This is an optimization exercise on Yosys and OpenROAD, whose aim is small area and a short achievable clock period, not a production implementation.
Where RTL was checked, it was by simulation tests only, not by an equivalence proof against the original.
Function not checked in run 7: the RTL went through the layout flow alone.
Power figures rest on the tool's default switching activity, not on a simulated workload.

File: design/flow/standard.sh
#!/bin/bash
# synth_recipe.tcl (not shown) runs the flow's synth.tcl, then flattens the netlist and writes it again
# the make line also repeats each setting of config.mk as NAME=value (left out here)
make -C /OpenROAD-flow-scripts/flow DESIGN_CONFIG=/design/flow/config.mk WORK_HOME=/design/flow/orfs CLKGATE_MAP_FILE= SYNTH_SCRIPT=/design/flow/synth_recipe.tcl "${@:-finish}"
File: design/flow/flow/run.sh
#!/bin/bash
# Standard ORFS layout, with plain buffers on the ports and timing repair
# aiming well below the clock period.
set -euo pipefail
bash standard.sh SETUP_SLACK_MARGIN=11 TNS_END_PERCENT=100 \
  "BUFFER_PORTS_ARGS=-buffer_cell sky130_fd_sc_hd__buf_4" finish > standard_flow.log 2>&1
File: design/flow/config.mk
export PLATFORM = sky130hd
export DESIGN_NAME = pifo_reg
export DESIGN_NICKNAME = pifo_reg
export VERILOG_FILES = /design/flow/design.v
export SDC_FILE = /design/flow/constraint.sdc
export NUM_CORES = 4
export LEC_CHECK = 0
export ABC_AREA = 1
export CAP_MARGIN = 20
export CORE_MARGIN = 2
export CORE_UTILIZATION = 55
export CTS_CLUSTER_DIAMETER = 80
export CTS_CLUSTER_SIZE = 30
export SLEW_MARGIN = 20
File: design/flow/constraint.sdc
create_clock -name core_clock -period 16.0 [get_ports {clk}]
set_input_delay 3.2000 -clock core_clock [delete_from_list [all_inputs] [get_ports {clk}]]
set_output_delay 3.2000 -clock core_clock [all_outputs]
set_load 0.01 [all_outputs]
File: design/flow/design.v
`timescale 1ns/1ps
module pifo_reg
#(
    parameter L2_REG_WIDTH = 4,
    parameter RANK_WIDTH = 16,
    parameter META_WIDTH = 12
)
(
    input                       rst,
    input                       clk,
    output reg                  full,
    input                       insert,
    input [RANK_WIDTH-1:0]      rank_in,
    input [META_WIDTH-1:0]      meta_in,
    output reg                  valid_out,
    input                       remove,
    output [RANK_WIDTH-1:0]     rank_out,
    output [META_WIDTH-1:0]     meta_out,
    output reg                  max_valid_out,
    output [RANK_WIDTH-1:0]     max_rank_out,
    output [META_WIDTH-1:0]     max_meta_out,
    output reg [L2_REG_WIDTH:0] num_entries,
    output reg                  empty
);
    localparam N  = 2**L2_REG_WIDTH;
    localparam RW = RANK_WIDTH;
    localparam MW = META_WIDTH;
    localparam SW = L2_REG_WIDTH;
    localparam DW = RW + MW;            
    localparam EW = DW + SW;            
    function automatic gt_tree(input [RW-1:0] a, input [RW-1:0] b, input cin);
        reg [RW-1:0] g, e;
        integer w, k;
        begin
            g = a & ~b;
            e = ~(a ^ b);
            for (w = RW; w > 1; w = w / 2)
                for (k = 0; k < w / 2; k = k + 1) begin
                    g[k] = g[2*k+1] | (e[2*k+1] & g[2*k]);
                    e[k] = e[2*k+1] & e[2*k];
                end
            gt_tree = g[0] | (e[0] & cin);
        end
    endfunction
    reg [EW-1:0] ent [0:N-1];
    reg [DW-1:0] max_d;
    reg [DW-1:0] p_d;
    reg [DW-1:0] p_o;     
    reg [SW-1:0] p_slot;
    reg [N-1:0]  c;       
    reg          cm;      
    reg          op_any;      
    reg          op_rem;      
    reg          ld0, dn0, hold0;
    reg          max_new, max_sec, max_keep;
    reg          insert_ltch;
    reg          calc_min_max;
    wire [EW-1:0] new_ent  = {p_slot, p_d};
    wire [EW-1:0] new_ent0 = {p_slot, p_o};
    wire [N-1:0] ld   = {{(N-1){op_any}} & c[N-1:1] & ~c[N-2:0], ld0};
    wire [N-1:0] up   = {{(N-1){op_any}} & c[N-2:0], 1'b0};
    wire [N-1:0] dn   = {{(N-1){op_rem}}, dn0};
    wire [N-1:0] hold = {~(({(N-1){op_any}} & c[N-1:1]) | {(N-1){op_rem}}), hold0};
    reg [EW-1:0] cur [0:N-1];
    reg [EW-1:0] nxt_up, nxt_dn;
    integer i;
    always @(*) begin
        for (i = 0; i < N; i = i + 1) begin
            nxt_up = (i > 0) ? ent[i-1] : {EW{1'b0}};
            if (i < N-1) begin
                nxt_dn = ent[i+1];
                nxt_dn[DW +: SW] = ent[i+1][DW +: SW] - (ent[i+1][DW +: SW] > ent[0][DW +: SW]);
            end else
                nxt_dn = {EW{1'b0}};
            cur[i] = ({EW{ld[i]}}   & ((i == 0) ? new_ent0 : new_ent))
                   | ({EW{up[i]}}   & nxt_up)
                   | ({EW{dn[i]}}     & nxt_dn)
                   | ({EW{hold[i]}} & ent[i]);
        end
    end
    wire [DW-1:0] cur_max = ({DW{max_new}}  & p_o)
                          | ({DW{max_sec}}  & ent[N-2][DW-1:0])
                          | ({DW{max_keep}} & max_d);
    assign rank_out     = cur[0][RW-1:0];
    assign meta_out     = cur[0][RW +: MW];
    assign max_rank_out = cur_max[RW-1:0];
    assign max_meta_out = cur_max[RW +: MW];
    always @(posedge clk) begin
        for (i = 0; i < N; i = i + 1)
            ent[i] <= cur[i];
        max_d <= cur_max;
    end
    wire nz      = |num_entries;
    wire is_full = num_entries[SW];
    wire do_rem  = remove & nz;
    wire do_ins  = ~do_rem & (insert | insert_ltch);
    wire [SW-1:0] cs_top = cur[N-1][DW +: SW];
    wire          rep_ok = is_full & ~remove;
    wire [N-1:0]  c_in;
    genvar g;
    generate
        for (g = 0; g < N; g = g + 1) begin : cmp
            wire v  = num_entries > g;
            wire sg = rep_ok & (cur[g][DW +: SW] > cs_top);
            assign c_in[g] = ~v | gt_tree(cur[g][RW-1:0], rank_in, sg);
        end
    endgenerate
    wire cm_in = nz & gt_tree(cur_max[RW-1:0], rank_in, 1'b0);
    wire [N-1:0] c_nx  = insert ? c_in : {1'b1, c[N-1:1]};
    wire         cm_nx = insert ? cm_in : (cm & nz);
    wire         go_ins = do_ins & ~rst;
    wire         go_rem = do_rem & ~rst;
    wire         go_rem0 = go_rem & (num_entries != 1);
    wire mn_nx = go_ins & (is_full ? (c_nx[N-1] & ~c_nx[N-2]) : ~cm_nx);
    wire ms_nx = go_ins & is_full & c_nx[N-2];
    always @(posedge clk) begin
        if (insert)
            p_d <= {meta_in, rank_in};
        if (insert | ~insert_ltch)
            p_o <= {meta_in, rank_in};
        c  <= c_nx;
        cm <= cm_nx;
        p_slot   <= is_full ? cs_top : num_entries[SW-1:0];
        op_any   <= go_ins;
        op_rem   <= go_rem;
        ld0      <= go_ins & c_nx[0];
        dn0      <= go_rem0;
        hold0    <= ~((go_ins & c_nx[0]) | go_rem0);
        max_new  <= mn_nx;
        max_sec  <= ms_nx;
        max_keep <= ~(go_ins & (is_full ? c_nx[N-1] : ~cm_nx));
    end
    always @(posedge clk) begin
        if (rst) begin
            valid_out <= 1'b0;
            max_valid_out <= 1'b0;
        end else begin
            if (insert | remove) begin
                valid_out <= 1'b0;
                max_valid_out <= 1'b0;
            end
            if (calc_min_max & nz) begin
                valid_out <= 1'b1;
                max_valid_out <= 1'b1;
            end
        end
    end
    always @(posedge clk) begin
        if (rst) begin
            num_entries <= 0;
            calc_min_max <= 0;
            insert_ltch <= 0;
            empty <= 1'b0;
            full <= 1'b0;
        end else begin
            calc_min_max <= 0;
            if (do_rem) begin
                if (num_entries == 1)
                    empty <= 1'b1;
                if (!insert)
                    full <= 1'b0;
                num_entries <= num_entries - 1'b1;
                calc_min_max <= 1;
                insert_ltch <= insert;
            end else if (do_ins) begin
                if (!is_full) begin
                    full <= (num_entries == N-1);
                    num_entries <= num_entries + 1'b1;
                end else
                    full <= 1'b1;
                empty <= 1'b0;
                calc_min_max <= 1;
                insert_ltch <= 0;
            end
        end
    end
endmodule
==> results of run 1 <==
## power by group
part | internal, mW | leakage [nW] | switching, mW
logic | 1.30 | 10.3 | 2.03
clock network | 0.502 | 0.635 | 0.652
registers | 2.29 | 5.41 | 0.606
## state kept, by name (all words and copies together) (netlist names), 4 cells and up
name and cells:
ent 512, max_d 28, p_d 28, p_o 28, c 16, num_entries 5, p_slot 4
## worst reg2reg max path: stages (launching register included)
cell	delay, ns
dfxtp_4	0.94
clkinv_2	0.92
buf_4	0.66
o21ai_0	0.27
a21oi_1	0.05
o21ai_0	0.12
ha_1	0.19
nand2_1	0.07
nor2_1	0.13
nand2_1	0.14
nor4_1	0.34
o2111ai_1	0.19
nand4_1	0.11
nand2_1	0.05
nand2_1	0.07
## layout by cell type, fill, tap and decap left out, drive strengths merged, types with 11 or more instances in the layout
master,n
a211oi,11
a21oi,255
a221o,31
a221oi,54
a32oi,14
buf,176
clkbuf,39
clkinv,14
dfxtp,579
edfxtp,56
ha,424
inv,307
nand2,1501
nand3,90
nand4,37
nor2,201
nor4,16
o2111ai,336
o211ai,20
o21ai,221
o221ai,14
o22ai,43
## final cells by class
type,count,share of cell area (%)
sequential,635,34.8
clock buffer,39,2.47
tap,855,2.80
inverter,303,3.06
timing repair buffer,176,3.77
antenna,1,0.00655
clock inverter,26,0.943
multi-input combinational,3320,52.2
## stage by stage
step           util, %  worst slack [ns]  instance area (sq um)  cells
2_1_floorplan        -             11.32                  35600   4529
3_3_place_gp      57.0             10.46                  36600   5269
3_5_place_dp      57.0             10.42                  36600   5269
4_1_cts           59.1             11.00                  37900   5334
5_1_grt           59.5             11.04                  38200   5354
6_report          59.5             11.07                  38200   5355
## what timing repair did
item	in CTS	in global routing
setup endpoints to repair	56	28
gates resized for setup	12	11
buffers inserted	0	19
## kinds of logic after synthesis
logic type | Yosys count | share of synthesized area (%)
simple gates | 1868 | 20.9
flops | 635 | 37.3
buf+inv | 574 | 6.92
xor+xnor | 3 | 0.0738
compound gates | 1025 | 19.9
fa+ha+maj | 424 | 14.9
## worst max-delay path by stage
stage,from,to,slack [ns],cells past startpoint
6_report,hold0,rank_out[1],11.07,4
5_1_grt,hold0,rank_out[1],11.04,4
4_1_cts,hold0,rank_out[1],11.00,4
3_5_place_dp,rank_in[15],hold0,10.42,12
3_3_place_gp,rank_in[13],hold0,10.46,10
2_1_floorplan,rank_in[11],max_new,11.32,12
## routing by layer
metal	up-vias	part of all wire, %
li1	15800	-
met1	15900	42
met2	1177	48
met3	305	5.8
met4	0	5.2
met5	-	0
==> results.json, run 1 <==
{
  "drcViolationCount": 0,
  "grtUsageMet3_pct": 3.36,
  "synth_top_area_share_pct": 32.6,
  "grt_pass1_wl_um": 190000,
  "multiInputGateArea_sq_um": 19900,
  "setup.worst_path.end_class": "primary output",
  "dp_hpwl_um": 91400,
  "synth_warnings": 3,
  "fp-row-count": 93,
  "max_stage_delay_ns": 0.50,
  "vias": 33200,
  "drt-initial-drc-count": 2923,
  "slowest_stage": "dfxtp_4",
  "p_per_area_nw_per_um2": 193,
  "tightest_slew_ns": 1.10,
  "yosys-top-cells-count": "nand2_1, dfxtp_1, ha_1",
  "postSynthAreaPerCell_sq_um": 7.86,
  "ir_drop_mv": 0.124,
  "cp_top_family": "flip-flops",
  "hold_ws_ns": 0.456,
  "grt.overflow.total": 0,
  "pin_count": 97,
  "worstSetupPathType": "flop to primary output",
  "gp_congestion": 0.945,
  "post-route-period-util_pct": 30.8,
  "async_reset_ff_share_pct": 0,
  "antenna_left": 0,
  "r2r-end": "c[4]",
  "cap_violations": 0,
  "critPathArrivalTime_ns": 1.73,
  "yosys.area.top_type": "dfxtp_1",
  "cts_buffers": 37,
  "yosys_most_used_dff": "dfxtp_1",
  "drt-pass1-iter-count": 6,
  "p_leak_nw": 16.3,
  "outcome": "timing/DRC/antenna clean",
  "cts_root_buffer": "clkbuf_16",
  "grt_max_degree": 177,
  "die-area_sq_um": 66800,
  "grt_pass1_vias": 31900,
  "mappedNetlistArea_sq_um": 35600,
  "die_height_um": 258,
  "clk_latency_ns": 0.61,
  "grt_util_met2_pct": 62.9,
  "cts_max_level": 2,
  "drv_slew": 0,
  "hold_depth": 2,
  "hold_buffers": 0,
  "crit_chain": "buf_6 -> nand2_1 -> nand3_1 -> buf_4",
  "via_per_inst": 6.20,
  "top_usage_layer": "met2",
  "port_buffers": 96,
  "setup_violations": 0,
  "hp-class": "flop to flop",
  "synth_area_leaders": "dfxtp_1, nand2_1, ha_1",
  "area_growth_pct": 7.27,
  "syn_inst": 4529,
  "nets": 4929,
  "grt_use_total_pct": 36.9,
  "n_fill_cell": 6156,
  "ys_types": 54,
  "fin_skew_ns": 0.0309,
  "final-hold-violation-count": 0,
  "yosysMostFrequentCell": "nand2_1",
  "clk_pin_slew_worst_paths_ns": 0.10,
  "min_to": "max_valid_out",
  "syn_nets": 4985,
  "p_total_mw": 7.37,
  "cp_max_fo": 16,
  "fin_crit_ns": 4.93,
  "regArea_sq_um": 13300,
  "wl_per_cell_um": 23.5,
  "cts_tree": "built",
  "cp.buffers_inverters": 2,
  "crit_required_ns": 12.80,
  "fin_tns_setup_ns": 0,
  "fp.dieW_um": 258,
  "layout-drive-gt1-share_pct": 7.20,
  "ff2ff_setup_slack_ns": 11.70,
  "synth_seq_cells": 635,
  "clockBufferDepth": 3,
  "seq_area_frac_synth_pct": 37.3,
  "max_freq_ghz": 0.203,
  "max_slew_margin_pct": 26.6,
  "rr_worst_depth": 14,
  "reg2reg_from": "op_rem",
  "drt-total-wl_um": 126000,
  "grt_use_met1_pct": 46.9,
  "rsz0062_at_grt": "false",
  "antenna_found_initial": 0,
  "synth_edf_count": 56,
  "clock-sinks": 635,
  "initial_core_util_pct": 55.4,
  "hp-start": "calc_min_max",
  "startpoint_type": "flop",
  "core_sq_um": 64200
}
==> inputs of run 2 (changes only) <==
==> design/flow/flow/run.sh (replaced) <==
#!/bin/bash
# Standard ORFS layout, with plain buffers on the ports and timing repair
# aiming well below the clock period.
set -euo pipefail
bash standard.sh SETUP_SLACK_MARGIN=11.3 TNS_END_PERCENT=100 \
  "BUFFER_PORTS_ARGS=-buffer_cell sky130_fd_sc_hd__buf_4" finish > standard_flow.log 2>&1
==> run 2 against run 1 <==
Still clean on timing, DRC and antenna. Critical path depth increased by 1. Clock power is essentially flat. Sequential power about the same. Hold slack better by 0.0020 ns. Register-to-register slack got worse by 0.48 ns. First-iteration DRC count is 5.4% higher. Via count rose by 4.0%. Global-route usage grew 1.3 points. Area after synthesis did not move. Final cell count rose by 2.1%. Critical endpoint is now max_rank_out[1]. Largest power group unchanged. Highest routed layer unchanged.
==> results.json, run 2 <==
{
  "drt-initial-drc-count": 3081,
  "final.setup.worst_slack_ns": 11.14,
  "dp_cells": 5269,
  "drt-pass1-iter-count": 6,
  "seq_area_frac_synth_pct": 37.3,
  "p_leak_nw": 17.9,
  "final-hold-violation-count": 0,
  "cap_violations": 0,
  "fin_tns_setup_ns": 0,
  "dpl_cell_area_sq_um": 36600,
  "cts_tree": "built",
  "cts_max_level": 2,
  "crit_chain": "buf_12 -> buf_16 -> nand2_4 -> nand3_4 -> buf_6",
  "p_per_area_nw_per_um2": 192,
  "yosys_most_used_dff": "dfxtp_1",
  "nets": 5043,
  "cp_max_fo": 7,
  "gp_congestion": 0.945,
  "yosys-top-cells-count": "nand2_1, dfxtp_1, ha_1",
  "max_freq_ghz": 0.206,
  "mappedNetlistArea_sq_um": 35600,
  "setup_violations": 0,
  "regMostFlops": "ent",
  "ir_drop_mv": 0.144,
  "synth_edf_count": 56,
  "slowest_stage": "dfxtp_4",
  "die_height_um": 258,
  "initial_core_util_pct": 55.4,
  "ys_types": 54,
  "setup.worst_path.end_class": "primary output",
  "p_total_mw": 7.86,
  "layout_common_cells": "nand2_1, dfxtp_1, ha_1",
  "grt_use_total_pct": 38.2,
  "final_cell_area_sq_um": 40900,
  "hold_ws_ns": 0.458,
  "yosys.area.top_type": "dfxtp_1",
  "startpoint_type": "flop",
  "fp-row-count": 93,
  "synth_seq_cells": 635,
  "final_cell_count_no_fill": 5469,
  "final_util_pct": 63.7,
  "postSynthAreaPerCell_sq_um": 7.86,
  "clk_latency_ns": 0.62,
  "yosysMostFrequentCell": "nand2_1",
  "cts_buffers": 37,
  "antenna_left": 0,
  "fin_crit_ns": 4.86,
  "clk_pin_slew_worst_paths_ns": 0.11,
  "rsz0062_at_grt": "true",
  "max_slew_margin_pct": 26.6,
  "hold_buffers": 0,
  "synth_warnings": 3,
  "max_stage_delay_ns": 0.41,
  "dp_hpwl_um": 91400,
  "tightest_slew_ns": 1.10,
  "via_per_inst": 6.31,
  "synth_area_leaders": "dfxtp_1, nand2_1, ha_1",
  "grt.overflow.total": 0,
  "crit_required_ns": 12.80,
  "antenna_found_initial": 0,
  "async_reset_ff_share_pct": 0,
  "vias": 34500,
  "fin_skew_ns": 0.0340,
  "post-route-period-util_pct": 30.4,
  "worstSetupPathType": "flop to primary output",
  "hp-class": "flop to flop",
  "drt-total-wl_um": 134000,
  "outcome": "timing/DRC/antenna clean",
  "layout-drive-gt1-share_pct": 12.9,
  "cts_root_buffer": "clkbuf_16",
  "largest_reg_flops": 512,
  "syn_inst": 4529,
  "layout_commonest_cell": "nand2_1",
  "dp_slack_ns": 10.42,
  "area_growth_pct": 14.9,
  "grt_pass1_vias": 32800,
  "clockBufferDepth": 3,
  "drv_slew": 0,
  "drcViolationCount": 0,
  "critPathArrivalTime_ns": 1.66,
  "n_fill_cell": 5746,
  "synth_top_area_share_pct": 32.6,
  "grt_max_degree": 177,
  "fp.dieW_um": 258,
  "pin_count": 97,
  "grt_pass1_wl_um": 196000,
  "syn_nets": 4985,
  "port_buffers": 96,
  "clock-sinks": 635,
  "die-area_sq_um": 66800,
  "core_sq_um": 64200,
  "wl_per_cell_um": 24.4
}
run 2: changes by cell type in the layout (fill, tap and decap cells not counted), sizes merged:
cell | before | now
buf | 176 | 286
clkbuf | 39 | 43
run 2: area by class of cell:
class                           count  area, sq um  area share [%]
Tap cell                          855         1070            2.62
Antenna cell                        1         2.50         0.00612
Multi-Input combinational cell   3320        21100            51.6
Inverter                          303         1170            2.86
Clock buffer                       39          943            2.31
Sequential cell                   635        13300            32.5
Timing Repair Buffer              290         2950            7.20
Clock inverter                     26          360           0.881
run 2: worst paths after layout:
check                    start              end  slack (ns)  cells past startpoint
hold / removal    calc_min_max    max_valid_out        0.46                      2
hold reg to reg   calc_min_max    max_valid_out        0.46                      2
setup reg to reg           ld0             c[0]       11.22                     35
setup / recovery       max_new  max_rank_out[1]       11.14                      5
run 2: power by group:
part | leakage, nW | total, mW | internal (mW) | switching, mW
combinational | 11.9 | 3.78 | 1.58 | 2.20
clock | 0.635 | 1.16 | 0.502 | 0.658
sequential | 5.41 | 2.92 | 2.29 | 0.630
total | 17.9 | 7.86 | 4.37 | 3.49
run 2: critical path: cells and delay by family, from the launching register on:
kind | cells | cell delay (ns)
buf+inv | 3 | 0.44
flops | 1 | 0.41
simple gates | 2 | 0.18
run 2: cells by family after synthesis:
logic type | Yosys count | synth area share, %
simple gates | 1868 | 20.9
fa+ha+maj | 424 | 14.9
xor+xnor | 3 | 0.0738
flops | 635 | 37.3
compound gates | 1025 | 19.9
buf+inv | 574 | 6.92
run 2: metal layers:
layer	global-route usage, %	vias to the layer above	share of wire (%)
li1	-	16100	-
met1	48.7	16600	41
met2	64.2	1471	47
met3	3.72	383	6.4
met4	19.5	0	5.8
met5	0	-	0
run 2: what timing repair did:
action | in CTS | in global routing
resized for setup | 169 | 202
buffers inserted | 81 | 40
pin swaps | 31 | 38
endpoints found under the setup margin | 77 | 59
gates cloned | 7 | 4
==> inputs of run 3 (changes only) <==
==> design/flow/flow/run.sh (replaced) <==
#!/bin/bash
# Standard ORFS layout, with plain buffers on the ports and timing repair
# aiming well below the clock period.
set -euo pipefail
bash standard.sh SETUP_SLACK_MARGIN=11.2 TNS_END_PERCENT=100 \
  "BUFFER_PORTS_ARGS=-buffer_cell sky130_fd_sc_hd__buf_4" finish > standard_flow.log 2>&1
==> run 3 against run 2 <==
Still clean on timing, DRC and antenna. Register-to-register slack improved by 0.48 ns. Clock skew decreased by 0.0065 ns. Synthesized cell count unchanged. Final cell count decreased by 1.5%. Sequential share of layout area increased by 1.3 points. Critical path type unchanged. Highest routed layer unchanged.
==> results.json, run 3 <==
{
  "fp.dieW_um": 258,
  "layout-drive-gt1-share_pct": 9.53,
  "max_freq_ghz": 0.206,
  "setup_violations": 0,
  "final-hold-violation-count": 0,
  "wirelength_met1_um": 53200,
  "postSynthAreaPerCell_sq_um": 7.86,
  "rsz0062_at_grt": "true",
  "crit_chain": "buf_12 -> buf_16 -> nand2_4 -> nand3_4 -> buf_6",
  "reg2reg_from": "op_any",
  "dp_slack_ns": 10.42,
  "largest_reg_flops": 512,
  "clock-sinks": 635,
  "grt_use_total_pct": 37.6,
  "synth_edf_count": 56,
  "multiInputGateArea_sq_um": 20500,
  "area_growth_pct": 10.5,
  "wl_met3_um": 8710,
  "tightest_slew_ns": 1.10,
  "synth_top_area_share_pct": 32.6,
  "die_height_um": 258,
  "ir_drop_mv": 0.146,
  "nets": 4963,
  "drt-initial-drc-count": 3102,
  "regMostFlops": "ent",
  "syn_nets": 4985,
  "cts_max_level": 2,
  "wl_met2_um": 61000,
  "fin_skew_ns": 0.0275,
  "cts_buffers": 37,
  "die-area_sq_um": 66800,
  "post-route-period-util_pct": 30.3,
  "clk_pin_slew_worst_paths_ns": 0.11,
  "synth_warnings": 3,
  "yosys_most_used_dff": "dfxtp_1",
  "p_int_mw": 4.19,
  "combinationalPowerShare_pct": 46.2,
  "grt_max_degree": 177,
  "top_layer": "met4",
  "cts_root_buffer": "clkbuf_16",
  "p_total_mw": 7.55,
  "crit_path_start": "max_new",
  "p_per_area_nw_per_um2": 192,
  "n_antenna_cell": 0,
  "hp-start": "calc_min_max",
  "max_slew_margin_pct": 26.4,
  "yosys.area.top_type": "dfxtp_1",
  "fp-row-count": 93,
  "slowest_stage": "dfxtp_4",
  "port_buffers": 96,
  "gp_congestion": 0.945,
  "synth_area_leaders": "dfxtp_1, nand2_1, ha_1",
  "core_sq_um": 64200,
  "via_per_inst": 6.25,
  "syn_inst": 4529,
  "grt_pass1_wl_um": 194000,
  "grt.overflow.total": 0,
  "mappedNetlistArea_sq_um": 35600,
  "yosysMostFrequentCell": "nand2_1",
  "cp_top_family": "flip-flops",
  "grt_pass1_vias": 32300,
  "cts_tree": "built",
  "vias": 33700,
  "pin_count": 97,
  "final_util_pct": 61.2,
  "initial_core_util_pct": 55.4,
  "antenna_found_initial": 0,
  "critPathArrivalTime_ns": 1.65,
  "clk_latency_ns": 0.61,
  "layout_common_cells": "nand2_1, dfxtp_1, ha_1",
  "cap_violations": 0,
  "drv_slew": 0,
  "hp-class": "flop to flop",
  "clockBufferDepth": 3,
  "yosys-top-cells-count": "nand2_1, dfxtp_1, ha_1",
  "setup.worst_path.end_class": "primary output",
  "drcViolationCount": 0,
  "drt-total-wl_um": 130000,
  "max_stage_delay_ns": 0.44,
  "regArea_sq_um": 13300,
  "async_reset_ff_share_pct": 0,
  "wl_per_cell_um": 24.1,
  "p_sw_share_pct": 44.5,
  "fin_crit_ns": 4.85,
  "outcome": "timing/DRC/antenna clean",
  "dp_hpwl_um": 91400,
  "drt-pass1-iter-count": 8,
  "layout_commonest_cell": "nand2_1",
  "synth_seq_cells": 635,
  "antenna_left": 0,
  "power_switching_mw": 3.36,
  "crit_required_ns": 12.80,
  "worstSetupPathType": "flop to primary output",
  "ys_types": 54,
  "hold_ws_ns": 0.457,
  "final.setup.worst_slack_ns": 11.15,
  "startpoint_type": "flop",
  "pwr-share-seq_pct": 38.5,
  "fin_tns_setup_ns": 0,
  "n_fill_cell": 5993,
  "cp_max_fo": 7,
  "p_leak_nw": 17.0,
  "cp.buffers_inverters": 3,
  "seq_area_frac_synth_pct": 37.3,
  "p_clk_share_pct": 15.3
}
-- run 3: cell counts after synthesis --
No cell type changed its count.
-- run 3: per-stage QoR --
step / area, sq um / instances
after global routing: 39300 / 5388
after global placement: 36600 / 5269
after detailed placement: 36600 / 5269
final: 39300 / 5388
after CTS: 38800 / 5368
after floorplan: 35600 / 4529
-- run 3: power groups by stage --
stage	sequential (mW)	clock (mW)	combinational, mW
after global placement	2.91	0	3.21
after global routing	2.97	1.22	3.93
after floorplan	2.68	0	2.37
after CTS	2.88	1.17	3.38
after detailed placement	2.91	0	3.25
final	2.90	1.16	3.49
-- run 3: cell families after synthesis --
group,after synthesis,synth area share [%]
flops,635,37.3
xor+xnor,3,0.0738
fa+ha+maj,424,14.9
buf+inv,574,6.92
compound gates,1025,19.9
simple gates,1868,20.9
-- run 3: worst min-delay path, cell delays in order (launching register included) --
cell and delay, ns:
dfxtp_1 0.31, nand2_1 0.05, a21oi_1 0.05
-- run 3: timing repair --
item / in CTS / in global routing
endpoints found under the setup margin: 70 / 62
setup buffers: 30 / 15
pin swaps: 21 / 12
hold buffers: 0 / 0
cloned: 4 / 4
gates resized for setup: 126 / 51
-- run 3: layer usage --
metal / GRT usage, % / vias up
met4: 18.7 / 0
met5: 0 / -
met1: 47.7 / 16100
met2: 63.7 / 1368
met3: 3.75 / 322
li1: - / 15900
-- run 3: area by class of cell --
class	instances	area share, %
sequential	635	33.8
inverter	303	2.97
tap	855	2.72
timing repair buffer	210	5.06
clock buffer	39	2.40
clock inverter	26	0.916
multi-input combinational	3320	52.1
-- run 3: path summary, 6_finish.rpt --
| kind | slack [ns] | depth (start not counted) | end |
|---|---|---|---|
| min reg2reg | 0.46 | 2 | max_valid_out |
| max reg2reg | 11.70 | 15 | c[2] |
| max | 11.15 | 5 | max_rank_out[10] |
| min | 0.46 | 2 | max_valid_out |
==> inputs of run 4 (changes only) <==
==> design/flow/flow/run.sh (replaced) <==
#!/bin/bash
# Standard ORFS layout, with plain buffers on the ports and timing repair
# aiming well below the clock period.
set -euo pipefail
bash standard.sh SETUP_SLACK_MARGIN=11.1 TNS_END_PERCENT=100 \
  "BUFFER_PORTS_ARGS=-buffer_cell sky130_fd_sc_hd__buf_4" finish > standard_flow.log 2>&1
==> run 4 against run 3 <==
Sequential power barely moved. Sequential share of layout area rose by 0.91 points. Core utilization fell by 1.6 points. Synthesized cell count did not move. Highest routed layer unchanged.
==> results.json, run 4 <==
{
  "dpl_cell_area_sq_um": 36600,
  "yosys-top-cells-count": "nand2_1, dfxtp_1, ha_1",
  "largest_reg_flops": 512,
  "p_per_area_nw_per_um2": 193,
  "r2r-end": "c[4]",
  "final_cell_area_sq_um": 38300,
  "cts_tree": "built",
  "setup.worst_path.end_class": "primary output",
  "synth_warnings": 3,
  "fin_crit_ns": 4.87,
  "clk_pin_slew_worst_paths_ns": 0.11,
  "crit_chain": "buf_8 -> nand2_1 -> nand3_1 -> buf_4",
  "drt-pass1-iter-count": 6,
  "hold_ws_ns": 0.457,
  "p_leak_nw": 16.3,
  "postSynthAreaPerCell_sq_um": 7.86,
  "die-area_sq_um": 66800,
  "reg2reg_from": "op_rem",
  "max_freq_ghz": 0.205,
  "cp.buffers_inverters": 2,
  "outcome": "timing/DRC/antenna clean",
  "port_buffers": 96,
  "slowest_stage": "dfxtp_4",
  "ys_types": 54,
  "pin_count": 97,
  "layout-drive-gt1-share_pct": 7.35,
  "worstSetupPathType": "flop to primary output",
  "fin_tns_setup_ns": 0,
  "synth_top_area_share_pct": 32.6,
  "drt-total-wl_um": 127000,
  "initial_core_util_pct": 55.4,
  "final-hold-violation-count": 0,
  "vias": 33300,
  "layout_commonest_cell": "nand2_1",
  "startpoint_type": "flop",
  "fp-row-count": 93,
  "die_height_um": 258,
  "rsz0062_at_grt": "false",
  "max_stage_delay_ns": 0.38,
  "cp_num_cells": 4,
  "antenna_found_initial": 0,
  "synth_edf_count": 56,
  "max_slew_margin_pct": 25.9,
  "grt_use_total_pct": 36.9,
  "yosys_most_used_dff": "dfxtp_1",
  "setup_violations": 0,
  "crit_required_ns": 12.80,
  "gp_congestion": 0.945,
  "crit_path_start": "max_sec",
  "tightest_slew_ns": 1.11,
  "crit_end": "max_rank_out[3]",
  "synth_area_leaders": "dfxtp_1, nand2_1, ha_1",
  "grt_pass1_vias": 32000,
  "yosys.area.top_type": "dfxtp_1",
  "dp_hpwl_um": 91400,
  "rr_worst_depth": 14,
  "syn_inst": 4529,
  "clockBufferDepth": 3,
  "area_growth_pct": 7.51,
  "grt_pass1_wl_um": 190000,
  "drcViolationCount": 0,
  "layout_common_cells": "nand2_1, dfxtp_1, ha_1",
  "critPathArrivalTime_ns": 1.67,
  "grt.overflow.total": 0,
  "regMostFlops": "ent",
  "yosysMostFrequentCell": "nand2_1",
  "ir_drop_mv": 0.123,
  "regArea_sq_um": 13300,
  "fin_skew_ns": 0.0302,
  "syn_nets": 4985,
  "hold_buffers": 0,
  "clk_latency_ns": 0.61,
  "antenna_left": 0,
  "n_fill_cell": 6143,
  "cp_max_fo": 16,
  "cts_max_level": 2,
  "n_antenna_cell": 0,
  "ff2ff_setup_slack_ns": 11.69,
  "cts_buffers": 37,
  "post-route-period-util_pct": 30.4,
  "drv_slew": 0,
  "cp_top_family": "flip-flops",
  "fp.dieW_um": 258,
  "cts_root_buffer": "clkbuf_16",
  "async_reset_ff_share_pct": 0,
  "seq_area_frac_synth_pct": 37.3,
  "synth_seq_cells": 635,
  "wl_per_cell_um": 23.7,
  "drt-initial-drc-count": 2863,
  "grt_max_degree": 177,
  "cap_violations": 0,
  "multiInputGateArea_sq_um": 19900,
  "hp-class": "flop to flop",
  "via_per_inst": 6.21,
  "nets": 4931,
  "core_sq_um": 64200,
  "mappedNetlistArea_sq_um": 35600,
  "clock-sinks": 635
}
## run 4: changes by cell type in the layout (fill, tap and decap cells not counted), sizes merged
cell    previous run  this run
buf              207       177
clkbuf            42        40
## run 4: power by group
part | switching [mW] | internal [mW] | total (mW)
clock | 0.653 | 0.502 | 1.15
combinational | 2.03 | 1.30 | 3.33
sequential | 0.604 | 2.29 | 2.90
## run 4: cells by family (layout without fill, tap and decap cells)
group | Yosys count | count (layout) | share of synthesized area [%]
AO/OA/AOI/OAI | 1025 | 1025 | 19.9
XOR/XNOR | 3 | 3 | 0.0738
adder cells (fa/ha/maj) | 424 | 424 | 14.9
buffers and inverters | 574 | 546 | 6.92
flip-flops | 635 | 635 | 37.3
AND/OR/NAND/NOR | 1868 | 1868 | 20.9
## run 4: metal layers
layer / routed length (um) / track usage, % / vias up
met5: 0 / 0 / -
met4: 6320 / 18.1 / 0
met3: 7640 / 3.35 / 297
met2: 60200 / 63.0 / 1234
met1: 52600 / 46.9 / 15900
li1: - / - / 15800
## run 4: worst min path at each step
stage,from,endpoint,slack (ns),cells past startpoint
4_1_cts,calc_min_max,max_valid_out,0.46,2
6_report,calc_min_max,max_valid_out,0.46,2
3_5_place_dp,calc_min_max,max_valid_out,0.43,2
5_1_grt,calc_min_max,max_valid_out,0.48,2
3_3_place_gp,calc_min_max,max_valid_out,0.44,2
2_1_floorplan,calc_min_max,max_valid_out,0.43,2
## run 4: layout make-up
| class | instances | area share, % |
|---|---|---|
| sequential | 635 | 34.7 |
| multi-input combinational | 3320 | 52.1 |
| clock buffer | 39 | 2.46 |
| timing repair buffer | 178 | 3.95 |
| tap | 855 | 2.79 |
| inverter | 303 | 3.05 |
| clock inverter | 26 | 0.941 |
## run 4: per-stage QoR
stage	setup slack [ns]	std cells	util [%]	total power, mW
floorplan	11.32	4529	-	5.05
global placement	10.46	5269	57.0	6.12
detailed placement	10.42	5269	57.0	6.16
CTS	11.06	5337	59.2	7.32
global route	11.10	5356	59.6	7.95
finish	11.13	5356	59.6	7.38
## run 4: timing repair
item,in CTS,in global routing
setup endpoints to repair,58,31
setup buffers,3,17
gates resized for setup,21,13
gates cloned,0,1
pin swaps,0,0
## run 4: worst register-to-register path, delay by kind of cell (launching register included)
kind / cells / cell delay (ns)
adders and majority gates: 1 / 0.19
buffers and inverters: 2 / 1.58
AOI/OAI and AO/OA: 4 / 0.63
and+or+nand+nor: 7 / 0.91
DFF: 1 / 0.96
==> inputs of run 5 (changes only) <==
--- a/design/flow/config.mk
+++ b/design/flow/config.mk
@@ -11,4 +11,5 @@
 export CORE_UTILIZATION = 55
 export CTS_CLUSTER_DIAMETER = 80
 export CTS_CLUSTER_SIZE = 30
+export PLACE_DENSITY_LB_ADDON = 0.1
 export SLEW_MARGIN = 20
==> run 5 against run 4 <==
Design area grew 1.0%. Synthesized cell count stayed put. Final cell count up 0.50%. Count of clock-buffer cells in the layout unchanged. Still clean on timing, DRC and antenna. Global-route usage rose by 2.2 points. Largest power group unchanged. Critical endpoint is now max_meta_out[10]. Combinational power increased by 2%. Total power increased by 0.38%. Die area unchanged.
==> results.json, run 5 <==
{
  "outcome": "timing/DRC/antenna clean",
  "via_per_inst": 6.36,
  "final_util_pct": 60.2,
  "startpoint_type": "flop",
  "antenna_left": 0,
  "rr_worst_depth": 16,
  "yosys.area.top_type": "dfxtp_1",
  "fp-row-count": 93,
  "clk_latency_ns": 0.63,
  "mappedNetlistArea_sq_um": 35600,
  "cts_buffers": 36,
  "p_leak_nw": 16.5,
  "multiInputGateArea_sq_um": 20000,
  "reg2reg_from": "op_any",
  "synth_edf_count": 56,
  "p_clk_share_pct": 15.5,
  "grt_pass1_wl_um": 200000,
  "p_int_mw": 4.10,
  "gp_congestion": 0.961,
  "dpl_cell_area_sq_um": 36600,
  "yosys_most_used_dff": "dfxtp_1",
  "cp_num_cells": 4,
  "critPathArrivalTime_ns": 1.68,
  "syn_nets": 4985,
  "antenna_found_initial": 1,
  "slowest_stage": "dfxtp_4",
  "pin_count": 97,
  "layout-drive-gt1-share_pct": 8.35,
  "clockBufferDepth": 3,
  "n_fill_cell": 5919,
  "grt_use_total_pct": 39.1,
  "combinationalPowerShare_pct": 45.7,
  "r2r-end": "max_new",
  "synth_top_area_share_pct": 32.6,
  "fin_skew_ns": 0.0454,
  "cap_violations": 0,
  "pwr-share-seq_pct": 38.8,
  "p_sw_share_pct": 44.7,
  "hp-class": "flop to flop",
  "worstSetupPathType": "flop to primary output",
  "hold_ws_ns": 0.460,
  "dp_hpwl_um": 92100,
  "hold_buffers": 0,
  "max_freq_ghz": 0.205,
  "seq_area_frac_synth_pct": 37.3,
  "layout_common_cells": "nand2_1, dfxtp_1, ha_1",
  "drt-pass1-iter-count": 6,
  "area_growth_pct": 8.64,
  "max_slew_margin_pct": 25.8,
  "setup_violations": 0,
  "wl_per_cell_um": 25.1,
  "yosys-top-cells-count": "nand2_1, dfxtp_1, ha_1",
  "port_buffers": 96,
  "synth_area_leaders": "dfxtp_1, nand2_1, ha_1",
  "crit_chain": "buf_12 -> nand2_1 -> nand3_1 -> buf_4",
  "initial_core_util_pct": 55.4,
  "clk_pin_slew_worst_paths_ns": 0.12,
  "layout_commonest_cell": "nand2_1",
  "max_stage_delay_ns": 0.41,
  "ir_drop_mv": 0.114,
  "min_to": "max_valid_out",
  "p_per_area_nw_per_um2": 192,
  "rsz0062_at_grt": "true",
  "yosysMostFrequentCell": "nand2_1",
  "drcViolationCount": 0,
  "grt.overflow.total": 0,
  "regArea_sq_um": 13300,
  "post-route-period-util_pct": 30.5,
  "crit_required_ns": 12.80,
  "nets": 4957,
  "vias": 34300,
  "clock-sinks": 635,
  "ys_types": 54,
  "fin_crit_ns": 4.88,
  "fin_tns_setup_ns": 0,
  "cp_max_fo": 14,
  "syn_inst": 4529,
  "power_switching_mw": 3.31,
  "postSynthAreaPerCell_sq_um": 7.86,
  "drt-total-wl_um": 135000,
  "hp-start": "calc_min_max",
  "tightest_slew_ns": 1.11,
  "largest_reg_flops": 512,
  "hold_depth": 2,
  "cp_top_family": "flip-flops",
  "fp.dieW_um": 258,
  "cts_tree": "built",
  "grt_max_degree": 129,
  "cp.buffers_inverters": 2,
  "final-hold-violation-count": 0,
  "setup.worst_path.end_class": "primary output",
  "drt-initial-drc-count": 3918,
  "ff2ff_setup_slack_ns": 11.33,
  "async_reset_ff_share_pct": 0,
  "cts_max_level": 2,
  "synth_warnings": 3,
  "cts_root_buffer": "clkbuf_16",
  "grt_pass1_vias": 33000,
  "final_cell_area_sq_um": 38700,
  "regMostFlops": "ent",
  "drv_slew": 0,
  "die_height_um": 258,
  "core_sq_um": 64200,
  "synth_seq_cells": 635,
  "die-area_sq_um": 66800
}
-- run 5: changes by cell type in the layout (fill, tap and decap cells not counted), moves of 7 or more --
| cell | delta |
|---|---|
| buf_4 | +19 |
| inv_1 | -12 |
| nor4_1 | -9 |
| nor4_2 | +9 |
| clkinvlp_4 | +8 |
| buf_12 | +7 |
-- run 5: logic make-up (layout without fill, tap and decap cells) --
| group | after synthesis | after routing | synth area share (%) |
|---|---|---|---|
| AND/OR/NAND/NOR | 1868 | 1868 | 20.9 |
| buffers and inverters | 574 | 572 | 6.92 |
| flip-flops | 635 | 635 | 37.3 |
| other | 0 | 1 | 0 |
| AO/OA/AOI/OAI | 1025 | 1025 | 19.9 |
| XOR/XNOR | 3 | 3 | 0.0738 |
| adder cells (fa/ha/maj) | 424 | 424 | 14.9 |
-- run 5: worst reg2reg max path, stage by stage (launching register included) --
cell and delay [ns]:
dfxtp_1 0.63, buf_4 0.36, nand2_2 0.40, inv_4 0.59, nor2_2 0.07, inv_1 0.56, o21ai_0 0.26, ha_1 0.36
nand2_1 0.07, nor2_1 0.15, nand4_1 0.36, nor2_1 0.21, nand4_1 0.10, nand4_1 0.11, nand2_1 0.07, a21oi_1 0.19
nor2_2 0.06
-- run 5: metrics by stage --
step	instances	power [mW]	worst slack [ns]
2_1_floorplan	4529	5.05	11.32
3_3_place_gp	5268	6.06	10.05
3_5_place_dp	5268	6.14	10.08
4_1_cts	5363	7.29	11.03
5_1_grt	5382	7.96	11.08
6_report	5383	7.41	11.12
-- run 5: timing repair --
item                                    4_1_cts  5_1_grt
gates cloned                                  0        4
buffers inserted                             31       15
endpoints found under the setup margin       67       25
gates resized for setup                      34       25
-- run 5: cell type report --
| cell class | instances | share of cell area (%) |
|---|---|---|
| antenna | 1 | 0.00647 |
| clock inverter | 25 | 0.880 |
| inverter | 303 | 3.09 |
| multi-input combinational | 3320 | 51.7 |
| tap | 855 | 2.77 |
| timing repair buffer | 205 | 4.79 |
| sequential | 635 | 34.4 |
| clock buffer | 39 | 2.41 |
-- run 5: worst max-delay path by stage --
stage | start | endpoint | slack (ns)
after floorplan | rank_in[11] | max_new | 11.32
after global placement | rank_in[13] | c[12] | 10.05
after detailed placement | rank_in[14] | c[11] | 10.08
after CTS | op_rem | c[6] | 11.03
after global routing | rank_in[15] | c[6] | 11.08
final | max_new | max_meta_out[10] | 11.12
-- run 5: metal layers --
layer	global-route usage (%)	wire length, um
met1	47.7	51200
met2	63.3	60300
met3	6.64	12800
met4	26.7	10800
met5	0	15
-- run 5: power by group through the flow --
stage / Sequential (mW) / Clock (mW) / Combinational [mW]
final: 2.88 / 1.15 / 3.39
after global routing: 2.94 / 1.20 / 3.82
after detailed placement: 2.88 / 0 / 3.26
after CTS: 2.85 / 1.14 / 3.30
after floorplan: 2.68 / 0 / 2.37
after global placement: 2.88 / 0 / 3.18
==> inputs of run 6 (changes only) <==
--- a/design/flow/config.mk
+++ b/design/flow/config.mk
@@ -8,8 +8,7 @@
 export ABC_AREA = 1
 export CAP_MARGIN = 20
 export CORE_MARGIN = 2
-export CORE_UTILIZATION = 55
+export CORE_UTILIZATION = 60
 export CTS_CLUSTER_DIAMETER = 80
 export CTS_CLUSTER_SIZE = 30
-export PLACE_DENSITY_LB_ADDON = 0.1
 export SLEW_MARGIN = 20
==> run 6 against run 5 <==
Total power shrank 0.85%. Die area is 8.2% lower. Core utilization increased by 4.5 points. Fmax is 0.38% higher. Sequential cell count stayed put. Critical endpoint is now max_rank_out[3]. Design area decreased by 1.6%. Via count shrank 1.3%. Global-route usage grew 0.39 points. Highest routed layer unchanged.
==> results.json, run 6 <==
{
  "outcome": "timing/DRC/antenna clean",
  "ir_drop_mv": 0.114,
  "cts_buffers": 37,
  "setup.worst_path.end_class": "primary output",
  "synth_edf_count": 56,
  "startpoint_type": "flop",
  "wl_per_cell_um": 23.5,
  "grt.overflow.total": 0,
  "p_leak_nw": 16.3,
  "clk_latency_ns": 0.61,
  "cap_violations": 0,
  "grt_pass1_wl_um": 186000,
  "area_growth_pct": 6.86,
  "pwr-share-seq_pct": 39.4,
  "synth_warnings": 3,
  "fp-row-count": 89,
  "antenna_found_initial": 1,
  "cp_max_fo": 16,
  "grt_use_total_pct": 39.5,
  "grt_pass1_vias": 31700,
  "layout-drive-gt1-share_pct": 6.99,
  "largest_reg_flops": 512,
  "yosys_most_used_dff": "dfxtp_1",
  "clk_pin_slew_worst_paths_ns": 0.10,
  "critPathArrivalTime_ns": 1.66,
  "regMostFlops": "ent",
  "die-area_sq_um": 61300,
  "ys_types": 54,
  "n_fill_cell": 5281,
  "cts_tree": "built",
  "clockBufferDepth": 3,
  "hp-class": "flop to flop",
  "final-hold-violation-count": 0,
  "gp_congestion": 0.970,
  "crit_required_ns": 12.80,
  "p_per_area_nw_per_um2": 193,
  "syn_inst": 4529,
  "port_buffers": 96,
  "fin_crit_ns": 4.86,
  "power_switching_mw": 3.28,
  "nets": 4925,
  "synth_top_area_share_pct": 32.6,
  "grt_max_degree": 179,
  "fin_skew_ns": 0.0210,
  "vias": 33800,
  "fin_tns_setup_ns": 0,
  "rsz0062_at_grt": "false",
  "max_slew_margin_pct": 27.9,
  "cts_root_buffer": "clkbuf_16",
  "layout_commonest_cell": "nand2_1",
  "setup_violations": 0,
  "fp.dieW_um": 248,
  "synth_area_leaders": "dfxtp_1, nand2_1, ha_1",
  "ff2ff_setup_slack_ns": 11.63,
  "post-route-period-util_pct": 30.4,
  "drt-pass1-iter-count": 9,
  "yosysMostFrequentCell": "nand2_1",
  "syn_nets": 4985,
  "max_freq_ghz": 0.206,
  "die_height_um": 248,
  "async_reset_ff_share_pct": 0,
  "antenna_left": 0,
  "layout_common_cells": "nand2_1, dfxtp_1, ha_1",
  "worstSetupPathType": "flop to primary output",
  "initial_core_util_pct": 60.6,
  "p_clk_share_pct": 15.1,
  "drt-total-wl_um": 124000,
  "yosys-top-cells-count": "nand2_1, dfxtp_1, ha_1",
  "synth_seq_cells": 635,
  "clock-sinks": 635,
  "tightest_slew_ns": 1.08,
  "p_total_mw": 7.35,
  "hold_buffers": 0,
  "seq_area_frac_synth_pct": 37.3,
  "p_sw_share_pct": 44.7,
  "cts_max_level": 2,
  "core_sq_um": 58800,
  "pin_count": 97,
  "p_int_mw": 4.07,
  "postSynthAreaPerCell_sq_um": 7.86,
  "yosys.area.top_type": "dfxtp_1",
  "combinationalPowerShare_pct": 45.5,
  "via_per_inst": 6.42,
  "drv_slew": 0,
  "drcViolationCount": 0,
  "mappedNetlistArea_sq_um": 35600,
  "dp_hpwl_um": 89100,
  "drt-initial-drc-count": 3384
}
run 6: power by group through the flow:
stage / Clock [mW] / Combinational (mW) / Sequential, mW
2_1_floorplan: 0 / 2.37 / 2.68
3_3_place_gp: 0 / 3.19 / 2.91
3_5_place_dp: 0 / 3.24 / 2.91
4_1_cts: 1.11 / 3.27 / 2.87
5_1_grt: 1.17 / 3.76 / 2.95
6_report: 1.11 / 3.34 / 2.89
run 6: cell type report:
type	count	area, sq um	area share [%]
multi-input cells	3320	19900	52.3
flip-flops and latches	635	13300	34.9
repair buffers	172	1480	3.88
inverters	303	1150	3.03
well taps	773	967	2.54
clock buffers	39	955	2.51
clock inverters	25	285	0.750
diodes	1	2.50	0.00658
run 6: repair_timing:
action / 4_1_cts / 5_1_grt
setup buffers: 5 / 5
gates resized for setup: 14 / 9
setup endpoints to repair: 49 / 40
gates cloned: 0 / 1
run 6: final timing paths:
check / from / to / cells past startpoint
worst min-delay path: calc_min_max / max_valid_out / 2
worst max-delay path: max_sec / max_rank_out[3] / 4
worst max register to register: op_rem / c[12] / 14
worst min register to register: calc_min_max / max_valid_out / 2
run 6: stage by stage:
| step | cells | setup slack, ns | instance area (sq um) | hold slack [ns] | util (%) |
|---|---|---|---|---|---|
| 6_report | 5268 | 11.14 | 38000 | 0.447 | 64.7 |
| 5_1_grt | 5267 | 11.11 | 38000 | 0.466 | 64.7 |
| 4_1_cts | 5260 | 11.10 | 37900 | 0.449 | 64.5 |
| 3_5_place_dp | 5191 | 10.48 | 36500 | 0.438 | 62.1 |
| 3_3_place_gp | 5191 | 10.49 | 36500 | 0.437 | 62.1 |
| 2_1_floorplan | 4529 | 11.32 | 35600 | 0.426 | - |
run 6: layer usage:
metal / GRT usage [%] / wire (um) / share of wire, % / vias up
met5: 0 / 12 / 0.0097 / -
met2: 65.7 / 57000 / 46 / 1711
met4: 22.5 / 7950 / 6.4 / 2
li1: - / - / - / 15800
met3: 4.60 / 10300 / 8.3 / 412
met1: 49.7 / 48700 / 39 / 15800
run 6: logic make-up (layout without fill, tap and decap cells):
family | after synthesis | count (layout) | synth area share, %
adders and majority gates | 424 | 424 | 14.9
AOI/OAI and AO/OA | 1025 | 1025 | 19.9
buffers and inverters | 574 | 539 | 6.92
xor gates and xnor gates | 3 | 3 | 0.0738
and+or+nand+nor | 1868 | 1868 | 20.9
other | 0 | 1 | 0
DFF | 635 | 635 | 37.3
run 6: worst max-delay path, stage by stage, from the launching register on:
cell and delay, ns:
dfxtp_4 0.36, buf_6 0.16, nand2_1 0.17, nand3_1 0.18
buf_4 0.19
==> inputs of run 7 (changes only) <==
--- a/design/flow/design.v
+++ b/design/flow/design.v
@@ -28,18 +28,19 @@
     localparam SW = L2_REG_WIDTH;
     localparam DW = RW + MW;            
     localparam EW = DW + SW;            
-    function automatic gt_tree(input [RW-1:0] a, input [RW-1:0] b, input cin);
-        reg [RW-1:0] g, e;
+    function automatic gt_tree(input [RW-1:0] an, input [RW-1:0] b, input cin);
+        reg [RW-1:0] g, l, gn;
         integer w, k;
         begin
-            g = a & ~b;
-            e = ~(a ^ b);
+            g = ~(an | b);
+            l = an & b;
             for (w = RW; w > 1; w = w / 2)
                 for (k = 0; k < w / 2; k = k + 1) begin
-                    g[k] = g[2*k+1] | (e[2*k+1] & g[2*k]);
-                    e[k] = e[2*k+1] & e[2*k];
+                    gn[k] = g[2*k+1] | (~l[2*k+1] & g[2*k]);
+                    l[k]  = l[2*k+1] | (~g[2*k+1] & l[2*k]);
+                    g[k]  = gn[k];
                 end
-            gt_tree = g[0] | (e[0] & cin);
+            gt_tree = g[0] | (~l[0] & cin);
         end
     endfunction
     reg [EW-1:0] ent [0:N-1];
@@ -81,9 +82,9 @@
     wire [DW-1:0] cur_max = ({DW{max_new}}  & p_o)
                           | ({DW{max_sec}}  & ent[N-2][DW-1:0])
                           | ({DW{max_keep}} & max_d);
-    assign rank_out     = cur[0][RW-1:0];
+    assign rank_out     = ~cur[0][RW-1:0];
     assign meta_out     = cur[0][RW +: MW];
-    assign max_rank_out = cur_max[RW-1:0];
+    assign max_rank_out = ~cur_max[RW-1:0];
     assign max_meta_out = cur_max[RW +: MW];
     always @(posedge clk) begin
         for (i = 0; i < N; i = i + 1)
@@ -115,9 +116,9 @@
     wire ms_nx = go_ins & is_full & c_nx[N-2];
     always @(posedge clk) begin
         if (insert)
-            p_d <= {meta_in, rank_in};
+            p_d <= {meta_in, ~rank_in};
         if (insert | ~insert_ltch)
-            p_o <= {meta_in, rank_in};
+            p_o <= {meta_in, ~rank_in};
         c  <= c_nx;
         cm <= cm_nx;
         p_slot   <= is_full ? cs_top : num_entries[SW-1:0];
==> design/flow/flow/run.sh (replaced) <==
#!/bin/bash
# Standard ORFS layout, with plain buffers on the ports and timing repair
# aiming well below the clock period.
set -euo pipefail
bash standard.sh SETUP_SLACK_MARGIN=11 TNS_END_PERCENT=100 \
  "BUFFER_PORTS_ARGS=-buffer_cell sky130_fd_sc_hd__buf_4" finish > standard_flow.log 2>&1
--- a/design/flow/config.mk
+++ b/design/flow/config.mk
@@ -8,7 +8,7 @@
 export ABC_AREA = 1
 export CAP_MARGIN = 20
 export CORE_MARGIN = 2
-export CORE_UTILIZATION = 60
+export CORE_UTILIZATION = 55
 export CTS_CLUSTER_DIAMETER = 80
 export CTS_CLUSTER_SIZE = 30
 export SLEW_MARGIN = 20
==> run 7 against run 6 <==
Sequential share of layout area decreased by 1.3 points. Clock power rose by 6%. Via count rose by 17%. Area after synthesis increased by 4.8%. Routed wire length grew 18%. Hold slack better by 0.0025 ns. Global-route usage rose by 1.0 points. Die area is 14% higher. Clock skew increased by 0.0093 ns. First-iteration DRC count grew 23%. Final cell count grew 25%.
==> results.json, run 7 <==
{
  "cp_top_family": "flip-flops",
  "async_reset_ff_share_pct": 0,
  "worstSetupPathType": "flop to primary output",
  "max_stage_delay_ns": 0.50,
  "clock-sinks": 635,
  "final_cell_area_sq_um": 39500,
  "crit_required_ns": 12.80,
  "crit_chain": "buf_8 -> nand2_1 -> nand3_1 -> inv_1 -> buf_4",
  "antenna_left": 0,
  "drv_slew": 0,
  "grt.overflow.total": 0,
  "wirelength_met1_um": 56400,
  "drt-initial-drc-count": 4149,
  "final-hold-violation-count": 0,
  "yosysMostFrequentCell": "nand2_1",
  "final_util_pct": 58.8,
  "layout-drive-gt1-share_pct": 4.99,
  "clk_latency_ns": 0.63,
  "cap_violations": 0,
  "setup.worst_path.end_class": "primary output",
  "initial_core_util_pct": 55.6,
  "max_freq_ghz": 0.203,
  "drcViolationCount": 0,
  "antenna_found_initial": 2,
  "wl_per_cell_um": 22.1,
  "seq_area_frac_synth_pct": 35.6,
  "setup_violations": 0,
  "p_leak_nw": 18.6,
  "hold_buffers": 0,
  "cts_buffers": 38,
  "cts_max_level": 2,
  "yosys.area.top_type": "dfxtp_1",
  "ys_types": 48,
  "clk_pin_slew_worst_paths_ns": 0.09,
  "synth_edf_count": 56,
  "fp.dieW_um": 264,
  "layout_common_cells": "nand2_1, dfxtp_1, inv_1",
  "max_slew_margin_pct": 20.8,
  "mappedNetlistArea_sq_um": 37300,
  "wl_met3_um": 12500,
  "fp-row-count": 95,
  "n_antenna_cell": 0,
  "slowest_stage": "dfxtp_4",
  "fin_crit_ns": 4.94,
  "largest_reg_flops": 512,
  "outcome": "timing/DRC/antenna clean",
  "cts_tree": "built",
  "die-area_sq_um": 70000,
  "critPathArrivalTime_ns": 1.74,
  "fin_tns_setup_ns": 0,
  "startpoint_type": "flop",
  "synth_seq_cells": 635,
  "die_height_um": 264,
  "top_layer": "met5",
  "regMostFlops": "ent",
  "syn_inst": 5830,
  "p_per_area_nw_per_um2": 192,
  "hp-class": "flop to flop",
  "core_sq_um": 67200,
  "vias": 39600,
  "drt-pass1-iter-count": 7,
  "grt_max_degree": 155,
  "synth_area_leaders": "dfxtp_1, nand2_1, ha_1",
  "dpl_cell_area_sq_um": 38000,
  "syn_nets": 6016,
  "nets": 5888,
  "rsz0062_at_grt": "false",
  "n_fill_cell": 6678,
  "cp_max_fo": 15,
  "dp_hpwl_um": 103000,
  "area_growth_pct": 5.76,
  "yosys-top-cells-count": "nand2_1, dfxtp_1, inv_1, nor2_1, nand3_1",
  "yosys_most_used_dff": "dfxtp_1",
  "grt_use_total_pct": 40.5,
  "wl_met2_um": 66900,
  "grt_pass1_vias": 37000,
  "grt_pass1_wl_um": 217000,
  "pin_count": 97,
  "clockBufferDepth": 3,
  "tightest_slew_ns": 1.19,
  "fin_skew_ns": 0.0303,
  "postSynthAreaPerCell_sq_um": 6.40,
  "post-route-period-util_pct": 30.8,
  "ir_drop_mv": 0.108,
  "layout_commonest_cell": "nand2_1",
  "via_per_inst": 6.00,
  "drt-total-wl_um": 146000,
  "cts_root_buffer": "clkbuf_16",
  "synth_warnings": 3,
  "cp.buffers_inverters": 3,
  "gp_congestion": 0.988,
  "synth_top_area_share_pct": 31.1,
  "port_buffers": 96
}
[run 7: changes by cell type in the layout (fill, tap and decap cells not counted), moves of 31 or more]
cell,previous run,this run
nand4_1,37,167
a21oi_1,255,170
nor2_1,174,430
ha_1,424,154
nand2_1,1492,2654
nand3_1,88,306
o2111ai_1,336,190
a221o_1,31,0
o21ai_0,206,155
a221oi_1,52,21
inv_1,281,433
[run 7: repair_timing]
item                                    in CTS  in global routing
pin swaps                                    0                  0
endpoints found under the setup margin      44                 32
setup buffers                                3                  1
gates resized for setup                      9                 10
[run 7: final cells by class]
cell class	count	area [sq um]	area share (%)
multi-input cells	4421	20900	52.8
well taps	873	1090	2.77
inverters	463	1750	4.44
flip-flops and latches	635	13300	33.7
clock inverters	26	283	0.716
repair buffers	143	1140	2.90
clock buffers	44	1060	2.68
[run 7: logic make-up (layout without fill, tap and decap cells)]
| logic type | count (synthesis) | count (layout) | synth area share (%) |
|---|---|---|---|
| AND/OR/NAND/NOR | 3631 | 3631 | 39.4 |
| AO/OA/AOI/OAI | 635 | 635 | 11.2 |
| flip-flops | 635 | 635 | 35.6 |
| XOR/XNOR | 1 | 1 | 0.0235 |
| buffers and inverters | 774 | 676 | 8.65 |
| adder cells (fa/ha/maj) | 154 | 154 | 5.16 |
[run 7: worst paths after layout]
| check | from | endpoint | slack [ns] | cells after the start |
|---|---|---|---|---|
| setup reg to reg | op_rem | c[10] | 11.17 | 15 |
| hold reg to reg | calc_min_max | max_valid_out | 0.45 | 2 |
| setup / recovery | max_new | max_rank_out[10] | 11.06 | 5 |
| hold / removal | calc_min_max | max_valid_out | 0.45 | 2 |
[run 7: power breakdown]
group | switching [mW] | internal, mW
combinational | 2.25 | 1.22
clock | 0.657 | 0.522
sequential | 0.645 | 2.29
[run 7: through the flow]
| step | hold WS [ns] | setup slack [ns] | power [mW] | cells |
|---|---|---|---|---|
| 5_1_grt | 0.488 | 11.01 | 8.13 | 6605 |
| 3_3_place_gp | 0.435 | 10.46 | 6.24 | 6531 |
| 3_5_place_dp | 0.437 | 10.39 | 6.31 | 6531 |
| 6_report | 0.449 | 11.06 | 7.58 | 6605 |
| 2_1_floorplan | 0.426 | 11.18 | 5.19 | 5830 |
| 4_1_cts | 0.447 | 11.02 | 7.48 | 6604 |
[run 7: tightest hold or removal path: stages, from the launching register on]
cell	delay, ns
dfxtp_1	0.31
nand2_1	0.05
a21oi_1	0.05
[run 7: routing by layer]
layer | vias to the layer above | track usage (%)
met5 | - | 0
met4 | 2 | 25.1
met3 | 437 | 5.40
met2 | 1968 | 67.5
met1 | 18600 | 49.7
li1 | 18700 | -

static timing again, ports no longer ideal:
No port has a modelled driver above. Below, the same layouts with a new extraction and two added sets of constraints.
Step 1, drivers: a clkbuf_16 drives clk and a buf_2 each remaining input, both assumed.
Step 2 times the ports against the registers' clock, not the clock port: input delays grow and output delays shrink by t, the midpoint of the rising clock arrivals with the driver on.
Slacks: ideal ports / drivers / drivers and shift; pairs: ideal ports / drivers.
| run | t (ns) | slack for setup (ns) | worst hold slack (ns) |
|---|---|---|---|
| run 1 | 0.668 | 11.074 / 11.006 / 10.711 | 0.456 / 0.456 / 0.456 |
| run 2 | 0.669 | 11.143 / 11.073 / 10.633 | 0.458 / 0.458 / 0.458 |
| run 3 | 0.671 | 11.147 / 11.078 / 10.752 | 0.457 / 0.457 / 0.457 |
| run 4 | 0.667 | 11.129 / 11.061 / 10.758 | 0.457 / 0.457 / 0.457 |
| run 5 | 0.678 | 11.120 / 11.050 / 10.531 | 0.460 / 0.460 / 0.460 |
| run 6 | 0.666 | 11.138 / 11.074 / 10.778 | 0.447 / 0.447 / 0.447 |
| run 7 | 0.675 | 11.064 / 10.998 / 10.501 | 0.449 / 0.449 / 0.449 |
After both steps setup and hold are still met in every run listed. The setup slack of run 5, which loses most, moves by -0.070 ns with the drivers and by -0.589 ns with both steps.
